Source: an optimization exercise on an open RTL-to-GDS flow (aim: small area, a short achievable clock period and few clock cycles). Production flows keep margins and buffers that such runs may drop.
In this exercise RTL edits were held to simulation tests only and were not proved equivalent to the original.
Power and IR drop assume default switching activity.

File: design.v
module jzjpcc_alu
(
	input logic [2:0] funct3, 
	input logic subtract, 
	input logic arithmetic, 
	input logic [31:0] a,
	input logic [31:0] b,
	output logic [31:0] result,
	output logic equal, 
	output logic lessThan, 
	output logic lessThanUnsigned 
);
logic [32:0] sum;
assign sum = {1'b0, a} + {1'b0, b ^ {32{subtract}}} + 33'(subtract);
assign equal = (sum[31:0] == 32'd0);
assign lessThanUnsigned = !sum[32];
assign lessThan = (a[31] ^ b[31]) ? a[31] : sum[31];
logic [31:0] aReversed;
always_comb
	for (int i = 0; i < 32; ++i)
		aReversed[i] = a[31 - i];
logic left;
assign left = !funct3[2]; 
logic [31:0] shifterIn;
logic [31:0] shifted;
logic [31:0] shiftedReversed;
assign shifterIn = left ? aReversed : a;
assign shifted = 32'($signed({arithmetic & a[31], shifterIn}) >>> b[4:0]);
always_comb
	for (int i = 0; i < 32; ++i)
		shiftedReversed[i] = shifted[31 - i];
always_comb
begin
	unique case (funct3)
		3'b000: result = sum[31:0];
		3'b001: result = shiftedReversed;
		3'b010: result = {31'd0, lessThan};
		3'b011: result = {31'd0, lessThanUnsigned};
		3'b100: result = a ^ b;
		3'b101: result = shifted;
		3'b110: result = a | b;
		3'b111: result = a & b;
	endcase
end
endmodule
module jzjpcc_address_adder
(
	input logic [13:0] a,
	input logic [13:0] b,
	output logic [13:0] sum
);
logic [13:0] generateBits, propagateBits, carries;
jzjpcc_address_adder_bits bits (.a, .b, .generateBits, .propagateBits);
jzjpcc_address_adder_prefix prefix (.generateBits, .propagateBits, .carries);
assign sum = propagateBits ^ {carries[12:0], 1'b0};
endmodule
module jzjpcc_address_adder_bits
(
	input logic [13:0] a,
	input logic [13:0] b,
	output logic [13:0] generateBits,
	output logic [13:0] propagateBits
);
assign generateBits = a & b;
assign propagateBits = a ^ b;
endmodule
module jzjpcc_address_adder_prefix
(
	input logic [13:0] generateBits,
	input logic [13:0] propagateBits,
	output logic [13:0] carries
);
logic [13:0] g [0:4];
logic [13:0] p [0:4];
assign g[0] = generateBits;
assign p[0] = propagateBits;
for (genvar level = 1; level <= 4; ++level)
begin : prefixLevels
	localparam int SPAN = 1 << (level - 1);
	for (genvar i = 0; i < 14; ++i)
	begin : prefixBits
		if (i >= SPAN)
		begin : combine
			assign g[level][i] = g[level - 1][i] | (p[level - 1][i] & g[level - 1][i - SPAN]);
			assign p[level][i] = p[level - 1][i] & p[level - 1][i - SPAN];
		end
		else
		begin : pass
			assign g[level][i] = g[level - 1][i];
			assign p[level][i] = p[level - 1][i];
		end
	end
end
assign carries = g[4];
endmodule
module jzjpcc_operand_next
(
	input logic hold,
	input logic capture,
	input logic [31:0] current,
	input logic [31:0] decoded,
	input logic [31:0] captured,
	output logic [31:0] next
);
assign next = hold ? (capture ? captured : current) : decoded;
endmodule
module jzjpcc_immediate_next
(
	input logic hold,
	input logic [11:0] current,
	input logic [11:0] decoded,
	output logic [11:0] next
);
assign next = hold ? current : decoded;
endmodule
module jzjpcc_branch_equal
(
	input logic [31:0] rs1,
	input logic [31:0] rs2,
	input logic [31:0] forwarded,
	input logic forwardA,
	input logic forwardB,
	output logic equal
);
logic equalRR, equalFR, equalRF;
assign equalRR = (rs1 == rs2);
assign equalFR = (forwarded == rs2);
assign equalRF = (rs1 == forwarded);
assign equal = (!forwardA && !forwardB && equalRR) || (forwardA && !forwardB && equalFR) ||
					(!forwardA && forwardB && equalRF) || (forwardA && forwardB);
endmodule
module jzjpcc_fetch_select
(
	input logic equal,
	input logic [13:2] addressIfEqual,
	input logic [13:2] addressIfNotEqual,
	output logic [13:2] address
);
assign address = equal ? addressIfEqual : addressIfNotEqual;
endmodule
module jzjpcc_regfile_read_bit
(
	input logic [31:1] select,
	input logic [31:1] bits,
	output logic value
);
assign value = |(select & bits);
endmodule
module jzjpcc
(
	input logic clock,
	input logic reset, 
	output logic [13:2] imem_addr,
	input logic [31:0] imem_data, 
	output logic [13:2] dmem_addr,
	output logic dmem_we,
	output logic [3:0] dmem_be, 
	output logic [31:0] dmem_wdata, 
	input logic [31:0] dmem_rdata 
);
logic started; 
logic [13:2] pcD; 
logic predictTaken; 
logic [13:2] predictPC;
logic mispredictE; 
logic stall; 
logic validE;
logic regWriteE, isLoadE, isStoreE, isBranchE, isJalrE, predictE, passE, useImmE, subtractE, arithmeticE;
logic [4:0] rdE;
logic [2:0] funct3E;
logic forwardAE, forwardBE; 
logic [31:0] rs1E, rs2E;
logic [11:0] immE;
logic [13:2] altPCE; 
logic loadM;
logic [31:0] aluOutM;
logic stallForFetch, equalityBranchForFetch;
logic [13:2] pcPlus1D; 
localparam int BTB_ENTRIES = 2;
logic [BTB_ENTRIES-1:0] btbValid;
logic [13:2] btbTag [BTB_ENTRIES];
logic [13:2] btbTarget [BTB_ENTRIES];
logic [BTB_ENTRIES-1:0] btbMatch; 
logic btbHit;
logic [13:2] btbHitTarget;
always_comb
begin
	btbHit = 1'b0;
	btbHitTarget = '0;
	for (int i = 0; i < BTB_ENTRIES; ++i)
	begin
		if (btbMatch[i])
		begin
			btbHit = 1'b1;
			btbHitTarget = btbHitTarget | btbTarget[i];
		end
	end
end
logic [13:2] nextFetch;
always_comb
begin
	if (predictTaken)
		nextFetch = predictPC;
	else if (stallForFetch)
		nextFetch = pcD; 
	else if (btbHit)
		nextFetch = btbHitTarget;
	else
		nextFetch = pcPlus1D;
end
logic branchInE, equalityBranchInE, jalrInE, takenEqualityE, branchEqual;
logic lateRedirect; 
logic [13:2] lateRedirectPC;
logic [13:2] fetchIfTaken, fetchIfNotTaken, fetchIfEqual, fetchIfNotEqual;
assign fetchIfTaken = predictE ? nextFetch : altPCE;
assign fetchIfNotTaken = predictE ? altPCE : nextFetch;
always_comb
begin
	if (lateRedirect)
	begin
		fetchIfEqual = lateRedirectPC;
		fetchIfNotEqual = lateRedirectPC;
	end
	else if (equalityBranchForFetch)
	begin
		fetchIfEqual = funct3E[0] ? fetchIfNotTaken : fetchIfTaken;
		fetchIfNotEqual = funct3E[0] ? fetchIfTaken : fetchIfNotTaken;
	end
	else
	begin
		fetchIfEqual = nextFetch;
		fetchIfNotEqual = nextFetch;
	end
end
jzjpcc_fetch_select fetchSelect (.equal(branchEqual), .addressIfEqual(fetchIfEqual), .addressIfNotEqual(fetchIfNotEqual),
											  .address(imem_addr));
always_ff @(posedge clock, posedge reset)
begin
	if (reset)
	begin
		started <= 1'b0;
		pcPlus1D <= '0;
	end
	else
	begin
		started <= 1'b1;
		pcPlus1D <= imem_addr + 12'd1;
	end
end
always_ff @(posedge clock)
	pcD <= imem_addr;
logic [31:0] instr;
assign instr = imem_data;
logic validD;
assign validD = started && !predictTaken && !lateRedirect;
logic [4:0] opcode;
logic [2:0] funct3D;
logic [4:0] rdD, rs1D, rs2D;
assign opcode = instr[6:2];
assign funct3D = instr[14:12];
assign rdD = instr[11:7];
assign rs1D = instr[19:15];
assign rs2D = instr[24:20];
logic isLoadD, isStoreD, isBranchD, isJalD, isJalrD, isLuiD, isAuipcD, isOpImmD, isOpD;
assign isLoadD = (opcode == 5'b00000);
assign isStoreD = (opcode == 5'b01000);
assign isBranchD = (opcode == 5'b11000);
assign isJalD = (opcode == 5'b11011);
assign isJalrD = (opcode == 5'b11001);
assign isLuiD = (opcode == 5'b01101);
assign isAuipcD = (opcode == 5'b00101);
assign isOpImmD = (opcode == 5'b00100);
assign isOpD = (opcode == 5'b01100);
logic regWriteD, useRs1D, useRs2D;
assign regWriteD = (isLoadD || isOpImmD || isOpD || isLuiD || isAuipcD || isJalD || isJalrD) && (rdD != 5'd0);
assign useRs1D = isLoadD || isStoreD || isBranchD || isJalrD || isOpImmD || isOpD;
assign useRs2D = isStoreD || isBranchD || isOpD;
logic [31:0] immU;
logic [11:0] immIS; 
logic [13:2] immB, immJ; 
assign immU = {instr[31:12], 12'd0};
assign immIS = isStoreD ? {instr[31:25], instr[11:7]} : instr[31:20];
assign immJ = {instr[13:12], instr[20], instr[30:22]};
assign immB = {instr[31], instr[31], instr[7], instr[30:25], instr[11:9]};
logic predictD;
logic [13:2] branchTargetD, jalTargetD;
assign predictD = isJalD || (isBranchD && instr[31]);
assign branchTargetD = pcD + immB;
assign jalTargetD = pcD + immJ;
logic [13:2] predictTargetD;
assign predictTargetD = isJalD ? jalTargetD : branchTargetD;
localparam int BTB_INDEX_BITS = 1; 
logic [BTB_INDEX_BITS-1:0] btbNext;
logic btbInsert;
assign btbInsert = started && predictD && !btbHit;
logic weM;
logic [4:0] rdM;
logic [31:0] writeDataM;
logic [31:0] rfRs1, rfRs2, rs1ValueD, rs2ValueD;
logic [31:0] registers [31:1];
logic [31:1] written;
always_ff @(posedge clock)
begin
	for (int i = 1; i < 32; ++i)
		if (weM && (rdM == 5'(i)))
			registers[i] <= writeDataM;
end
always_ff @(posedge clock, posedge reset)
begin
	if (reset)
		written <= '0;
	else
		for (int i = 1; i < 32; ++i)
			if (weM && (rdM == 5'(i)))
				written[i] <= 1'b1;
end
logic [31:1] select1, select2;
logic [31:1] registerBits [0:31];
always_comb
begin
	for (int i = 1; i < 32; ++i)
	begin
		select1[i] = (rs1D == 5'(i)) && written[i];
		select2[i] = (rs2D == 5'(i)) && written[i];
	end
	for (int b = 0; b < 32; ++b)
		for (int i = 1; i < 32; ++i)
			registerBits[b][i] = registers[i][b];
end
for (genvar b = 0; b < 32; ++b)
begin : readBits
	jzjpcc_regfile_read_bit read1 (.select(select1), .bits(registerBits[b]), .value(rfRs1[b]));
	jzjpcc_regfile_read_bit read2 (.select(select2), .bits(registerBits[b]), .value(rfRs2[b]));
end
assign rs1ValueD = (weM && (rdM == rs1D)) ? writeDataM : rfRs1;
assign rs2ValueD = (weM && (rdM == rs2D)) ? writeDataM : rfRs2;
logic passD;
logic [31:0] constD;
assign passD = isJalD || isJalrD || isLuiD || isAuipcD;
always_comb
begin
	if (isJalD || isJalrD)
		constD = {18'd0, pcPlus1D, 2'b00};
	else if (isLuiD)
		constD = immU;
	else
		constD = immU + {18'd0, pcD, 2'b00};
end
logic subtractD, arithmeticD;
assign subtractD = isBranchD || ((isOpD || isOpImmD) && (funct3D[2:1] == 2'b01)) || (isOpD && (funct3D == 3'b000) && instr[30]);
assign arithmeticD = instr[30] && funct3D[2];
logic liveE;
assign liveE = validE && !lateRedirect;
assign stall = liveE && loadM && (forwardAE || forwardBE);
assign stallForFetch = validE && loadM && (forwardAE || forwardBE);
assign equalityBranchForFetch = validE && !stallForFetch && isBranchE && !funct3E[2];
logic [31:0] opA, rs2Forwarded, opB;
assign opA = forwardAE ? aluOutM : rs1E;
assign rs2Forwarded = forwardBE ? aluOutM : rs2E;
assign opB = useImmE ? {{20{immE[11]}}, immE} : rs2Forwarded;
logic [31:0] aluResult;
logic equal, lessThan, lessThanUnsigned;
jzjpcc_alu alu (.funct3(funct3E), .subtract(subtractE), .arithmetic(arithmeticE), .a(opA), .b(opB),
					 .result(aluResult), .equal, .lessThan, .lessThanUnsigned);
logic [13:0] addressE, addressRegisterE, addressForwardedE;
jzjpcc_address_adder addressRegisterAdder (.a(rs1E[13:0]), .b({{2{immE[11]}}, immE}), .sum(addressRegisterE));
jzjpcc_address_adder addressForwardedAdder (.a(aluOutM[13:0]), .b({{2{immE[11]}}, immE}), .sum(addressForwardedE));
assign addressE = ({14{forwardAE}} & addressForwardedE) | ({14{!forwardAE}} & addressRegisterE);
jzjpcc_branch_equal branchEqualUnit (.rs1(rs1E), .rs2(rs2E), .forwarded(aluOutM), .forwardA(forwardAE), .forwardB(forwardBE),
												.equal(branchEqual));
assign takenEqualityE = branchEqual ^ funct3E[0];
logic takenLessE;
assign takenLessE = (funct3E[1] ? lessThanUnsigned : lessThan) ^ funct3E[0];
assign branchInE = liveE && !stall && isBranchE;
assign equalityBranchInE = branchInE && !funct3E[2];
assign jalrInE = liveE && !stall && isJalrE;
assign mispredictE = equalityBranchInE && (takenEqualityE != predictE);
logic mispredictLateE, killD;
assign mispredictLateE = (branchInE && funct3E[2] && (takenLessE != predictE)) || jalrInE;
assign killD = mispredictE; 
assign dmem_addr = addressE[13:2];
assign dmem_we = liveE && isStoreE && !stall;
always_comb
begin
	unique case (funct3E[1:0])
		2'b00:
		begin
			dmem_be = 4'b0001 << addressE[1:0];
			dmem_wdata = {4{rs2Forwarded[7:0]}};
		end
		2'b01:
		begin
			dmem_be = addressE[1] ? 4'b1100 : 4'b0011;
			dmem_wdata = {2{rs2Forwarded[15:0]}};
		end
		default:
		begin
			dmem_be = 4'b1111;
			dmem_wdata = rs2Forwarded;
		end
	endcase
end
always_ff @(posedge clock, posedge reset)
begin
	if (reset)
	begin
		validE <= 1'b0;
		predictTaken <= 1'b0;
		lateRedirect <= 1'b0;
		btbValid <= '0;
		btbNext <= '0;
		btbMatch <= '0;
	end
	else
	begin
		if (!stall)
			validE <= validD && !killD;
		lateRedirect <= mispredictLateE;
		predictTaken <= validD && !stall && !killD && (btbHit ? !(predictD && (predictTargetD == btbHitTarget)) : predictD);
		for (int i = 0; i < BTB_ENTRIES; ++i)
		begin
			if (btbInsert && (btbNext == BTB_INDEX_BITS'(i)))
				btbMatch[i] <= (imem_addr == pcD); 
			else
				btbMatch[i] <= btbValid[i] && (btbTag[i] == imem_addr);
		end
		if (btbInsert)
		begin
			btbValid[btbNext] <= 1'b1;
			btbNext <= (btbNext == BTB_INDEX_BITS'(BTB_ENTRIES - 1)) ? '0 : btbNext + 1'b1;
		end
	end
end
always_ff @(posedge clock)
begin
	predictPC <= (btbHit && !predictD) ? pcPlus1D : predictTargetD;
	lateRedirectPC <= isJalrE ? addressE[13:2] : altPCE;
	if (btbInsert)
	begin
		btbTag[btbNext] <= pcD;
		btbTarget[btbNext] <= predictTargetD;
	end
	if (!stall)
	begin
		regWriteE <= regWriteD;
		isLoadE <= isLoadD;
		isStoreE <= isStoreD;
		isBranchE <= isBranchD;
		isJalrE <= isJalrD;
		predictE <= predictD;
		passE <= passD;
		useImmE <= isOpImmD;
		subtractE <= subtractD;
		arithmeticE <= arithmeticD;
		rdE <= rdD;
		funct3E <= funct3D;
		forwardAE <= useRs1D && liveE && regWriteE && (rdE == rs1D);
		forwardBE <= useRs2D && liveE && regWriteE && (rdE == rs2D);
		altPCE <= instr[31] ? pcPlus1D : branchTargetD; 
	end
	else
	begin
		forwardAE <= 1'b0;
		forwardBE <= 1'b0;
	end
end
logic [31:0] rs1NextE, rs2NextE;
logic [11:0] immNextE;
jzjpcc_operand_next rs1Next (.hold(stall), .capture(forwardAE), .current(rs1E), .decoded(rs1ValueD),
									  .captured(writeDataM), .next(rs1NextE));
jzjpcc_operand_next rs2Next (.hold(stall), .capture(forwardBE), .current(rs2E), .decoded(passD ? constD : rs2ValueD),
									  .captured(writeDataM), .next(rs2NextE));
jzjpcc_immediate_next immNext (.hold(stall), .current(immE), .decoded(immIS), .next(immNextE));
always_ff @(posedge clock)
begin
	rs1E <= rs1NextE;
	rs2E <= rs2NextE;
	immE <= immNextE;
end
logic [2:0] funct3M;
logic [1:0] offsetM;
always_ff @(posedge clock, posedge reset)
begin
	if (reset)
		weM <= 1'b0;
	else
		weM <= liveE && regWriteE && !stall;
end
always_ff @(posedge clock)
begin
	loadM <= liveE && isLoadE && !stall;
	rdM <= rdE;
	aluOutM <= passE ? rs2Forwarded : aluResult;
	funct3M <= funct3E;
	offsetM <= addressE[1:0];
end
logic [7:0] loadByte;
logic [15:0] loadHalf;
logic [31:0] loadValue;
always_comb
begin
	unique case (offsetM)
		2'b00: loadByte = dmem_rdata[7:0];
		2'b01: loadByte = dmem_rdata[15:8];
		2'b10: loadByte = dmem_rdata[23:16];
		2'b11: loadByte = dmem_rdata[31:24];
	endcase
	loadHalf = offsetM[1] ? dmem_rdata[31:16] : dmem_rdata[15:0];
	unique case (funct3M[1:0])
		2'b00: loadValue = {{24{loadByte[7] & !funct3M[2]}}, loadByte};
		2'b01: loadValue = {{16{loadHalf[15] & !funct3M[2]}}, loadHalf};
		default: loadValue = dmem_rdata;
	endcase
end
assign writeDataM = loadM ? loadValue : aluOutM;
endmodule
File: flow/run.sh
#!/bin/bash
set -euo pipefail
export BUFFER_PORTS_ARGS="-buffer_cell sky130_fd_sc_hd__buf_4"
export SETUP_SLACK_MARGIN=7
bash standard.sh > standard.log 2>&1
File: standard.sh
#!/bin/bash
# synth_recipe.tcl (not shown) runs the flow's synth.tcl, then flattens the netlist and writes it again
# the make line also repeats each setting of config.mk as NAME=value (left out here)
make -C /OpenROAD-flow-scripts/flow DESIGN_CONFIG=/design/flow/config.mk WORK_HOME=/design/flow/orfs CLKGATE_MAP_FILE= SYNTH_SCRIPT=/design/flow/synth_recipe.tcl "${@:-finish}"
File: config.mk
export PLATFORM = sky130hd
export DESIGN_NAME = jzjpcc
export DESIGN_NICKNAME = jzjpcc
export VERILOG_FILES = /design/flow/design.v
export SDC_FILE = /design/flow/constraint.sdc
export NUM_CORES = 4
export LEC_CHECK = 0
export CAP_MARGIN = 20
export CORE_MARGIN = 2
export CORE_UTILIZATION = 60
export CTS_CLUSTER_DIAMETER = 70
export CTS_CLUSTER_SIZE = 24
export PLACE_DENSITY = 0.75
export SLEW_MARGIN = 20
export SYNTH_HIERARCHICAL = 1
export SYNTH_MINIMUM_KEEP_SIZE = 0
File: constraint.sdc
create_clock -name core_clock -period 12.5 [get_ports {clock}]
set_input_delay 2.5000 -clock core_clock [delete_from_list [all_inputs] [get_ports {clock}]]
set_output_delay 2.5000 -clock core_clock [all_outputs]
set_load 0.01 [all_outputs]
==> flow_summary.yaml, run 1 <==
timing:
  setup_viol: 0
  clock_skew_ps: 45.6
  finalHoldViolations: 0
  worst_pin_slew_ps: 1230
  final.min_clock_period_ps: 5580
  grt_setup_unrepaired: "true"
  finalCritPeriodShare: 0.447
  relSlewSlack: 0.177
  finalMaxSlewViolations: 0
  whs_ps: 458
  fmax_mhz: 179
  tns_ps: 0
pwr:
  leakage_uw: 0.0260
  power.density_mw_per_mm2: 143
  ir_drop_mv: 0.153
drt:
  vias_per_cell: 7.61
  dr.pass1.iters: 10
  wl_per_cell_um: 34.8
  finalWirelength_mm: 251
  drc: 0
  first_iter_violations: 10530
  num_vias: 54769
  final_antenna_net_count: 0
floorplanning:
  die_w_um: 337
  num_rows: 122
  die_y_um: 337
  pin_count: 127
  die-area_mm2: 0.113
  design.core.area_mm2: 0.110
  initial_core_util: 0.603
critical_path:
  slowest_stage: "and3_1"
  critPathLaunchType: "input pin"
  reg2reg_from: "forwardBE"
  r2r_slack_ps: 7030
  path_common_cell: "buf_4"
  cp.arrival_ps: 6230
  setup.worst_path.class: "input pin to flip-flop"
  path_buf_inv: 2
  path_depth: 10
  crit_start: "imem_data[16]"
  reg2reg_depth: 20
  crit_chain: "buf_4, nor2b_1, and3_1, buf_4, a22oi_1, nand4_1, or4_1, mux2_2, nor2_1, a21oi_1"
  crit_required_ps: 13150
  cp-end-kind: "flip-flop"
  path_delay_family: "simple AND/OR/NAND/NOR gates"
  cp_max_fo: 19
  critical-path-max-stage-delay_ps: 950
global_routing:
  grt_max_degree: 98
  antenna_found_initial: 28
  grt_pass1_wl_mm: 349
  track_usage: 0.430
  first_global_vias: 50334
  grt_remaining_overflow: 0
clock_tree:
  cts_tree: "done"
  cts-root-buf: "clkbuf_16"
  htreeDepth: 3
  clock_sinks: 1280
  clk_pin_slew_worst_paths_ps: 90
  clockBufferDepth: 3
  insertion_delay_ps: 710
  cts_buffers: 76
layout:
  layout-drive-gt1-share: 0.164
  syn2layout_area_growth_pct: 10.0
  num-fill-cells: 8305
  final_nets: 5865
  stdcell_area_mm2: 0.0731
hold_path:
  hold_depth: 0
  hold_class: "flip-flop to flip-flop"
  hp-start: "rdE[0]"
placement:
  placed_cell_area_mm2: 0.0697
  hpwl_mm: 162
  place.gp.congestion: 1.01
  io_buffers: 124
yosys:
  synth_fp_nets: 5718
  syn_inst: 5507
  synth_area_mm2: 0.0664
  synthesis.area_per_instance_um2: 12.1
  synth_warnings: 15
job:
  max_cap_viol_count: 0
outcome:
  outcome: "finished clean"
-- metrics by stage --
stage	utilization	std cells	worst slack [ps]	total power [µW]
CTS	0.660	7183	6950	10300
global placement	0.633	7025	6050	7450
global route	0.663	7195	6930	10700
floorplan	-	5507	7020	6650
finish	0.663	7200	6920	10400
detailed placement	0.633	7025	6060	7500
-- layer usage --
layer,vias to the layer above,wire [µm],GRT usage
met3,967,42900,0.159
met2,4836,104000,0.620
met1,26608,87300,0.570
li1,22326,-,-
met4,32,15900,0.220
met5,-,218,0.00128
-- where the power goes --
group          switching, µW  leakage (µW)  total (µW)  internal, µW
combinational           1540        0.0130        2410           875
clock                   1510       0.00120        2800          1290
sequential               257        0.0118        5210          4960
-- registers in the layout, summed over array words and instances, names as in the netlist, 24 cells and up --
register and flops:
rs1E 32, registers 992, rs2E 32, aluOutM 32, btbTarget 24, written 31
btbTag 24
-- placed cells by master, fill, tap and decap left out, types with 22 or more instances in the layout --
master	count
a21o_1	27
a21oi_1	269
a221oi_2	66
a222oi_1	64
a22o_1	68
a22oi_1	798
and3_1	59
buf_4	283
clkbuf_16	77
dfrtp_1	51
dfxtp_1	99
dfxtp_2	44
edfxtp_1	1070
ha_1	137
inv_1	122
mux2_2	156
mux2_4	24
mux2i_1	208
mux4_2	23
nand2_1	254
nand2b_1	24
nand3_1	179
nand4_1	167
nor2_1	302
nor2_4	42
nor4_1	22
o21ai_0	187
o21ai_1	30
o221ai_1	26
or2_2	40
or4_1	67
xnor2_1	104
xor2_1	196
-- final timing paths --
| check | to |
|---|---|
| hold reg to reg | rdM[0] |
| setup / recovery | rs1E[19] |
| min in group asynchronous | pcPlus1D[9] |
| hold / removal | rdM[0] |
| max in group asynchronous | written[20] |
| setup reg to reg | lateRedirect |
-- cell type report --
| type | instances | area [µm²] | area share |
|---|---|---|---|
| Clock inverter | 41 | 515 | 0.00705 |
| Inverter | 129 | 488 | 0.00668 |
| Antenna cell | 5 | 12.5 | 0.000171 |
| Timing Repair Buffer | 301 | 2480 | 0.0339 |
| Clock buffer | 90 | 1990 | 0.0272 |
| Tap cell | 1488 | 1860 | 0.0255 |
| Multi-Input combinational cell | 3866 | 29000 | 0.397 |
| Sequential cell | 1280 | 36700 | 0.502 |
-- repair_timing --
item,in CTS,in global routing
gates cloned,4,0
hold buffers,0,0
buffers inserted,23,8
gates resized for setup,72,69
pin swaps,7,6
setup endpoints to repair,44,30
Testbench counts, summed over its fixed seeds: cycles 53,324.
==> inputs of run 2 (changes only) <==
--- a/design.v
+++ b/design.v
@@ -45,2 +45,40 @@
 endmodule
+module jzjpcc_less_than
+(
+	input logic [31:0] a,
+	input logic [31:0] b,
+	output logic lessSigned,
+	output logic lessUnsigned
+);
+logic [31:0] lessBits [0:5];
+logic [31:0] equalBits [0:5];
+always_comb
+begin
+	for (int i = 0; i < 31; ++i)
+	begin
+		lessBits[0][i] = !a[i] && b[i];
+		equalBits[0][i] = (a[i] == b[i]);
+	end
+	lessBits[0][31] = 1'b0; 
+	equalBits[0][31] = 1'b1;
+	for (int level = 1; level <= 5; ++level)
+	begin
+		for (int i = 0; i < 32; ++i)
+		begin
+			if (i < (32 >> level))
+			begin
+				lessBits[level][i] = lessBits[level - 1][2 * i + 1] || (equalBits[level - 1][2 * i + 1] && lessBits[level - 1][2 * i]);
+				equalBits[level][i] = equalBits[level - 1][2 * i + 1] && equalBits[level - 1][2 * i];
+			end
+			else
+			begin
+				lessBits[level][i] = 1'b0;
+				equalBits[level][i] = 1'b0;
+			end
+		end
+	end
+	lessUnsigned = (!a[31] && b[31]) || ((a[31] == b[31]) && lessBits[5][0]);
+	lessSigned = (a[31] && !b[31]) || ((a[31] == b[31]) && lessBits[5][0]);
+end
+endmodule
 module jzjpcc_address_adder
@@ -166,13 +204,2 @@
 logic stall; 
-logic validE;
-logic regWriteE, isLoadE, isStoreE, isBranchE, isJalrE, predictE, passE, useImmE, subtractE, arithmeticE;
-logic [4:0] rdE;
-logic [2:0] funct3E;
-logic forwardAE, forwardBE; 
-logic [31:0] rs1E, rs2E;
-logic [11:0] immE;
-logic [13:2] altPCE; 
-logic loadM;
-logic [31:0] aluOutM;
-logic stallForFetch, equalityBranchForFetch;
 logic [13:2] pcPlus1D; 
@@ -351,2 +378,12 @@
 assign arithmeticD = instr[30] && funct3D[2];
+logic validE;
+logic regWriteE, isLoadE, isStoreE, isBranchE, isJalrE, predictE, passE, useImmE, subtractE, arithmeticE;
+logic [4:0] rdE;
+logic [2:0] funct3E;
+logic forwardAE, forwardBE; 
+logic [31:0] rs1E, rs2E;
+logic [11:0] immE;
+logic [13:2] altPCE; 
+logic loadM;
+logic [31:0] aluOutM;
 logic liveE;
@@ -354,2 +391,3 @@
 assign stall = liveE && loadM && (forwardAE || forwardBE);
+logic stallForFetch, equalityBranchForFetch;
 assign stallForFetch = validE && loadM && (forwardAE || forwardBE);
@@ -371,4 +409,5 @@
 assign takenEqualityE = branchEqual ^ funct3E[0];
-logic takenLessE;
-assign takenLessE = (funct3E[1] ? lessThanUnsigned : lessThan) ^ funct3E[0];
+logic takenLessE, branchLess, branchLessUnsigned;
+jzjpcc_less_than branchLessThan (.a(opA), .b(rs2Forwarded), .lessSigned(branchLess), .lessUnsigned(branchLessUnsigned));
+assign takenLessE = (funct3E[1] ? branchLessUnsigned : branchLess) ^ funct3E[0];
 assign branchInE = liveE && !stall && isBranchE;
==> run 2 against run 1 <==
  * Wire length up 0.48%
  * Sequential power hardly changed
  * Non-clock buffer count rose by 18
  * Sequential share of layout area down 0.64 points
  * Total power hardly changed
==> flow_summary.yaml, run 2 <==
outcome:
  outcome: "finished clean"
pwr:
  power.density_mw_per_mm2: 141
  ir_drop_mv: 0.116
  leakage_uw: 0.0267
floorplanning:
  die-area_mm2: 0.115
  pin_count: 127
  initial_core_util: 0.607
  design.core.area_mm2: 0.111
  die_y_um: 339
  num_rows: 122
  die_w_um: 339
drt:
  finalWirelength_mm: 252
  vias_per_cell: 7.52
  final_antenna_net_count: 0
  dr.pass1.iters: 9
  num_vias: 54901
  wl_per_cell_um: 34.5
  drc: 0
  first_iter_violations: 10263
placement:
  io_buffers: 124
  numPlacedInstances: 7122
  place.gp.congestion: 1.02
  hpwl_mm: 163
  placed_cell_area_mm2: 0.0706
timing:
  setup_viol: 0
  finalMaxSlewViolations: 0
  tns_ps: 0
  finalHoldViolations: 0
  finalCritPeriodShare: 0.439
  grt_setup_unrepaired: "true"
  final.min_clock_period_ps: 5490
  worst_pin_slew_ps: 1190
  fmax_mhz: 182
  relSlewSlack: 0.202
  clock_skew_ps: 43.0
global_routing:
  grt_remaining_overflow: 0
  track_usage: 0.423
  first_global_vias: 49760
  grt_pass1_wl_mm: 354
  grt_max_degree: 94
  antenna_found_initial: 30
critical_path:
  crit_required_ps: 10000
  crit_chain: "xnor2_1, nand4_1, nor4_2, a41o_1, a221o_2, buf_12, buf_12, mux2_4, buf_6"
  cp-end-kind: "primary output"
  cp.arrival_ps: 2990
  cp_max_fo: 5
  path_common_cell: "buf_12"
  path_buf_inv: 3
  slowest_stage: "dfxtp_4"
  critical-path-max-stage-delay_ps: 410
  critPathLaunchType: "flip-flop"
  setup.worst_path.class: "flip-flop to primary output"
  path_delay_family: "simple AND/OR/NAND/NOR gates"
clock_tree:
  clk_pin_slew_worst_paths_ps: 90
  holdBufCountCts: 0
  htreeDepth: 3
  cts-root-buf: "clkbuf_16"
  cts_tree: "done"
  cts_buffers: 77
  insertion_delay_ps: 720
  clockBufferDepth: 3
  clock_sinks: 1280
layout:
  stdcell_area_mm2: 0.0741
  max_flop_register: "registers"
  layout_commonest_cell: "edfxtp_1"
  final_nets: 5999
  stdcell_count: 7299
  largest_reg_flops: 992
  layout-drive-gt1-share: 0.167
  mostFrequentLayoutCells: "edfxtp_1 (1,070), a22oi_1 (803), nor2_1 (324)"
  postLayoutCoreUtil: 0.668
  syn2layout_area_growth_pct: 9.96
yosys:
  synth_fp_nets: 5838
  syn_inst: 5595
  synthesis.area_per_instance_um2: 12.0
  synth_warnings: 18
  synth_area_mm2: 0.0674
job:
  max_cap_viol_count: 0
hold_path:
  hold_class: "flip-flop to flip-flop"
==> run 2: through the flow <==
step / worst slack (ps) / hold WS, ps / power, µW
2_1_floorplan: 7050 / 395 / 6660
6_report: 7010 / 468 / 10400
5_1_grt: 6970 / 476 / 10700
4_1_cts: 6940 / 464 / 10300
3_5_place_dp: 6700 / 436 / 7480
3_3_place_gp: 6700 / 432 / 7420
==> run 2: path summary, 6_finish.rpt <==
path,from,slack [ps],cells past startpoint,endpoint
setup / recovery,rs1E[20],7010,9,imem_addr[7]
hold / removal,rdE[0],470,0,rdM[0]
setup reg to reg,forwardBE,7160,18,aluOutM[0]
hold reg to reg,rdE[0],470,0,rdM[0]
max in group asynchronous,reset,9830,3,lateRedirect
min in group asynchronous,reset,2010,3,pcPlus1D[5]
==> run 2: per-layer routing <==
metal	global-route usage	routed length (µm)	vias to the layer above
met5	0	162	-
met4	0.195	14600	24
met3	0.183	43500	819
met2	0.593	104000	4624
met1	0.567	90000	26745
li1	-	-	22689
==> run 2: repair_timing <==
action	CTS	global route
setup endpoints to repair	27	21
buffers inserted	21	15
gates resized for setup	83	69
gates cloned	1	4
pin swaps	6	21
==> run 2: power breakdown <==
part	leakage, µW	switching [µW]	internal, µW
sequential	0.0119	253	4950
clock	0.00124	1530	1290
combinational	0.0136	1490	911
==> run 2: cell type report <==
type	instances	area, µm²
inverter	166	623
antenna	4	10.0
clock inverter	38	497
multi-input combinational	3912	29600
sequential	1280	36700
clock buffer	92	2040
timing repair buffer	319	2680
tap	1488	1860
fill	8218	36900
==> run 2: worst register-to-register path: cells and delay by family, from the launching register on <==
kind                     cells  cell delay [ps]
buffers and inverters        2              720
multiplexers                 1              660
AND/OR/NAND/NOR              6             1160
XOR/XNOR                     1              180
AO/OA/AOI/OAI                7             1510
adder cells (fa/ha/maj)      1              480
flip-flops                   1              490
Testbench counts of run 2, summed over its fixed seeds: cycles 53,324.

## re-timing with driven ports
Ports are ideal in the flow. The routed layouts listed here were re-timed in OpenROAD.
Step 1, drivers: a clkbuf_16 drives clock and a buf_2 each remaining input, both assumed.
Step 2 moves the port delays by t, midway between the first and last clock arrival at a register: inputs arrive t later, outputs are due t later. That takes back most of the time a late clock gives input paths.
Three values: ideal ports, drivers, drivers and shift; two values: the first two.
run	shift t [ns]	setup WS [ns]	pins driven straight from the clock port
run 1	0.762	6.917 / 6.914 / 6.205	1
run 2	0.767	7.007 / 6.932 / 6.414	1
After both steps every run listed still meets setup and hold. For run 1, which loses most, drivers alone change the setup slack by -0.003 ns; drivers and shift together by -0.712 ns.
